Context: an optimization exercise on an open-source flow, tuned for small area and a short achievable clock period. The choices shown serve that exercise and are no tape-out recipe. RTL that was checked went through simulation tests only; none was proved equivalent to the original. Power is estimated from default activity; no workload was simulated.

harbor:
Design CPU, start of the top module:
module CPU(clk, Reset, imem_addr, imem_data, dmem_addr, dmem_wdata, dmem_we, dmem_re,
           dmem_rdata, wb_we, wb_dest, wb_data);
Size: ~6900 cells after synthesis, roughly 1600 flip-flops, about 200 I/O pins, about 0.081 mm2 of cells after synthesis.
==> flow/config.mk <==
export PLATFORM = sky130hd
export DESIGN_NAME = CPU
export DESIGN_NICKNAME = CPU
export VERILOG_FILES = /design/flow/design.v
export SDC_FILE = /design/flow/constraint.sdc
export NUM_CORES = 8
export LEC_CHECK = 0
export CAP_MARGIN = 20
export CORE_MARGIN = 2
export CORE_UTILIZATION = 40
export SLEW_MARGIN = 20
==> flow/constraint.sdc <==
create_clock -name core_clock -period 11.0 [get_ports {clk}]
set_input_delay 2.2000 -clock core_clock [delete_from_list [all_inputs] [get_ports {clk}]]
set_output_delay 2.2000 -clock core_clock [all_outputs]
set_load 0.01 [all_outputs]
standard.sh (not shown) runs the stock make flow with config.mk's settings and CLKGATE_MAP_FILE= SYNTH_SCRIPT=/design/flow/synth_recipe.tcl, a recipe that flattens the netlist after the stock synthesis.
==> flow/flow/run.sh <==
#!/bin/bash
# Standard ORFS layout with stronger timing repair: repair_timing aims for
# extra setup slack and may swap cells across footprints; ports get buf_2
# buffers instead of the default delay-cell buffers; clock tree leaves drive
# sink clusters of up to 20 and no dummy loads are added.
set -uo pipefail
bash standard.sh \
  SETUP_SLACK_MARGIN=7.4 \
  MATCH_CELL_FOOTPRINT=0 \
  "BUFFER_PORTS_ARGS=-buffer_cell sky130_fd_sc_hd__buf_2" \
  "CTS_ARGS=-sink_clustering_enable -repair_clock_nets -dont_use_dummy_load -sink_clustering_size 20 -sink_clustering_max_diameter 60" \
  finish > standard.log 2>&1
harbor completed end to end with timing, DRC and antenna clean.
The inputs of tundra differ from those of harbor as listed below.
diff --git a/flow/design.v b/flow/design.v
--- a/flow/design.v
+++ b/flow/design.v
@@ -1886,28 +1886,28 @@
    input [31:0]  dmem_rdata;
    output        wb_we;
    output [4:0]  wb_dest;
    output [31:0] wb_data;
    integer       i;
    reg [31:0]    pc;
    reg [31:0]    ir;                  
    reg           idv;                 
    reg [31:1]    sa, sb;              
    reg           ba, bb;              
    reg           i_j, i_beq, i_bne;   
    reg [31:0]    e_a, e_b;            
-   reg [31:0]    e_sd;                
+   reg [15:0]    e_imm;
    reg [4:0]     e_sh, e_dest;
    reg           e_we, e_mr, e_mw, e_mult;
-   reg           e_add, e_sub, e_and, e_or, e_slt, e_sll, e_srl, e_mfhi, e_mflo;
+   reg           e_src, e_add, e_sub, e_and, e_or, e_slt, e_sll, e_srl, e_mfhi, e_mflo;
    reg [31:0]    m_res, m_sd;         
    reg [4:0]     m_dest;
    reg           m_we, m_mr, m_mw, m_mfhi, m_mflo;
    reg [31:0]    w_data;              
    reg [4:0]     w_dest;
    reg           w_we;
    reg           rclr;                
    reg [31:0]    ma;                  
    reg [7:0]     cneg, cone, ctwo;    
    reg [7:0]     lneg, lone, ltwo;    
    reg [63:0]    hs, hc;              
    reg           it2;                 
@@ -1938,25 +1938,24 @@
    wire          d_addi = op == 6'd8;
    wire          d_slti = op == 6'd10;
    wire          d_andi = op == 6'd12;
    wire          d_ori  = op == 6'd13;
    wire          d_lui  = op == 6'd15;
    wire          d_lw   = op == 6'd35;
    wire          d_sw   = op == 6'd43;
    wire          d_imm  = d_addi | d_slti | d_andi | d_ori | d_lui;
    wire          d_r    = ~(d_j | d_beq | d_bne | d_imm | d_lw | d_sw);
    wire          d_op0  = op == 6'd0;
    wire          f_add  = fn == 6'd32 || fn == 6'd33 || (!d_op0 && (fn == 6'd16 || fn == 6'd18));
    wire          f_sub  = fn == 6'd34 || fn == 6'd35;
-   wire          d_subm = (d_r & (f_sub | fn == 6'd42)) | d_slti;
    wire [4:0]    d_dest = d_r ? rd : rt;
    wire          d_we   = idv & (d_r | d_imm | d_lw) & (d_dest != 5'd0);
    wire          d_mult = idv & d_op0 & (fn == 6'd24);
    wire          eq     = va == vb;
    wire          jump   = idv & i_j;
    wire          br_eq  = idv & i_beq;    
    wire          br_ne  = idv & i_bne;    
    wire [31:0]   target = pc + {{16{ir[15]}}, ir[15:0]};
    wire [31:0]   seq    = jump ? {{6{ir[25]}}, ir[25:0]} : pc + 32'd1;
    wire [31:0]   pc_eq  = br_eq ? target : seq;
    wire [31:0]   pc_ne  = br_ne ? target : seq;
    wire [31:0]   pc_next = eq ? pc_eq : pc_ne;
@@ -1989,70 +1988,71 @@
    end
    wire [32:0]   bx = {vb, 1'b0};
    reg [15:0]    bneg, bone, btwo;
    always @(*) begin
       for (i = 0; i < 16; i = i + 1) begin
          bone[i] = bx[2*i+1] ^ bx[2*i];
          btwo[i] = (bx[2*i+2] & ~bx[2*i+1] & ~bx[2*i]) | (~bx[2*i+2] & bx[2*i+1] & bx[2*i]);
          bneg[i] = bx[2*i+2] & ~(bx[2*i+1] & bx[2*i]);
       end
    end
    always @(posedge clk) begin
       e_a <= va;
-      e_b <= (d_r ? vb : {{16{ir[15]}}, ir[15:0]}) ^ {32{d_subm}};
-      e_sd <= vb;
+      e_b <= vb;
+      e_imm <= ir[15:0];
       e_sh <= d_lui ? 5'd16 : ir[10:6];
       e_dest <= d_dest;
+      e_src <= ~d_r;
       e_add <= d_lw | d_sw | d_addi | (d_r & f_add);
       e_sub <= d_r & f_sub;
       e_and <= d_andi | (d_r & fn == 6'd36);
       e_or  <= d_ori | (d_r & fn == 6'd37);
       e_slt <= d_slti | (d_r & fn == 6'd42);
       e_sll <= d_lui | (d_r & fn == 6'd0);
       e_srl <= d_r & fn == 6'd2;
       e_mfhi <= d_op0 & fn == 6'd16;
       e_mflo <= d_op0 & fn == 6'd18;
       if (Reset) begin
          e_we <= 1'b0;
          e_mr <= 1'b0;
          e_mw <= 1'b0;
          e_mult <= 1'b0;
       end else begin
          e_we <= d_we;
          e_mr <= idv & d_lw;
          e_mw <= idv & d_sw;
          e_mult <= d_mult;
       end
    end
-   wire [31:0]   b = e_b;
+   wire [31:0]   b = e_src ? {{16{e_imm[15]}}, e_imm} : e_b;
    wire          sub = e_sub | e_slt;
-   wire [31:0]   sum = e_a + b + {31'd0, sub};
-   wire          lt = (e_a[31] ^ ~b[31]) ? e_a[31] : sum[31];
+   wire [31:0]   sum = e_a + (b ^ {32{sub}}) + {31'd0, sub};
+   wire          lt = (e_a[31] ^ b[31]) ? e_a[31] : sum[31];
    reg [31:0]    brev, srev;
    wire [31:0]   sin = e_srl ? brev : b;
    wire [31:0]   sout = sin << e_sh;
    always @(*)
      for (i = 0; i < 32; i = i + 1) begin
         brev[i] = b[31-i];
         srev[i] = sout[31-i];
      end
    wire [31:0]   res = ({32{e_add | e_sub}} & sum)
                      | ({32{e_and}} & (e_a & b))
                      | ({32{e_or}} & (e_a | b))
                      | {31'd0, e_slt & lt}
                      | ({32{e_sll}} & sout)
                      | ({32{e_srl}} & srev);
    always @(posedge clk) begin
       m_res <= res;
-      m_sd <= e_sd;
+      m_sd <= e_b;
       m_dest <= e_dest;
       m_mfhi <= e_mfhi;
       m_mflo <= e_mflo;
       if (Reset) begin
          m_we <= 1'b0;
          m_mr <= 1'b0;
          m_mw <= 1'b0;
       end else begin
          m_we <= e_we;
          m_mr <= e_mr;
          m_mw <= e_mw;
       end
Findings:
In tundra the clock latency on the worst-skew pair turned out 0.02 ns lower than in harbor. Wire length, harbor and tundra, lower one = tundra. On half-perimeter wire length after detailed placement, tundra does better than harbor. Looking at wire length on met2 across harbor and tundra, the one that comes out lower is tundra. Looking at number of buffers added for setup after CTS, tundra sits below harbor. Going from harbor to tundra, relative contribution of combinational cells to total power went up 0.2 points, area after synthesis went down by 850 um2, number of tap cells added at floorplan lost 0.60%.
The RTL of harbor was laid out without a check of its function.

==> afterwards: timing with drivers on the ports <==
The flow's constraints put no driver on any port. The routed layouts listed below were extracted and timed again, unchanged, in two steps.
Step 1, drivers: a clkbuf_16 drives clk and a buf_2 each remaining input, both assumed.
Step 2 adds t to the input delays and takes it off the output delays; t is the mean of the earliest and latest rising clock arrival at the registers after step 1. Input paths then give back, and output paths get back, about the clock's delay inside the block.
Three values: ideal, step 1, step 2; two values: the first two.
| run | t (ns) | slack for setup (ns) | worst setup path after step 2 | latest minus earliest clock arrival (ns) | slew at the worst register clock pin (ns) |
|---|---|---|---|---|---|
| harbor | 0.901 | 6.997 / 6.997 / 6.432 | input to register | 0.178 / 0.178 | 0.09 / 0.09 |
| tundra | 0.890 | 7.198 / 7.198 / 6.763 | input to register | 0.144 / 0.144 | 0.09 / 0.09 |
After both steps every run listed still meets setup and hold. For harbor, which loses most, drivers alone change the setup slack by 0.000 ns; drivers and shift together by -0.565 ns.
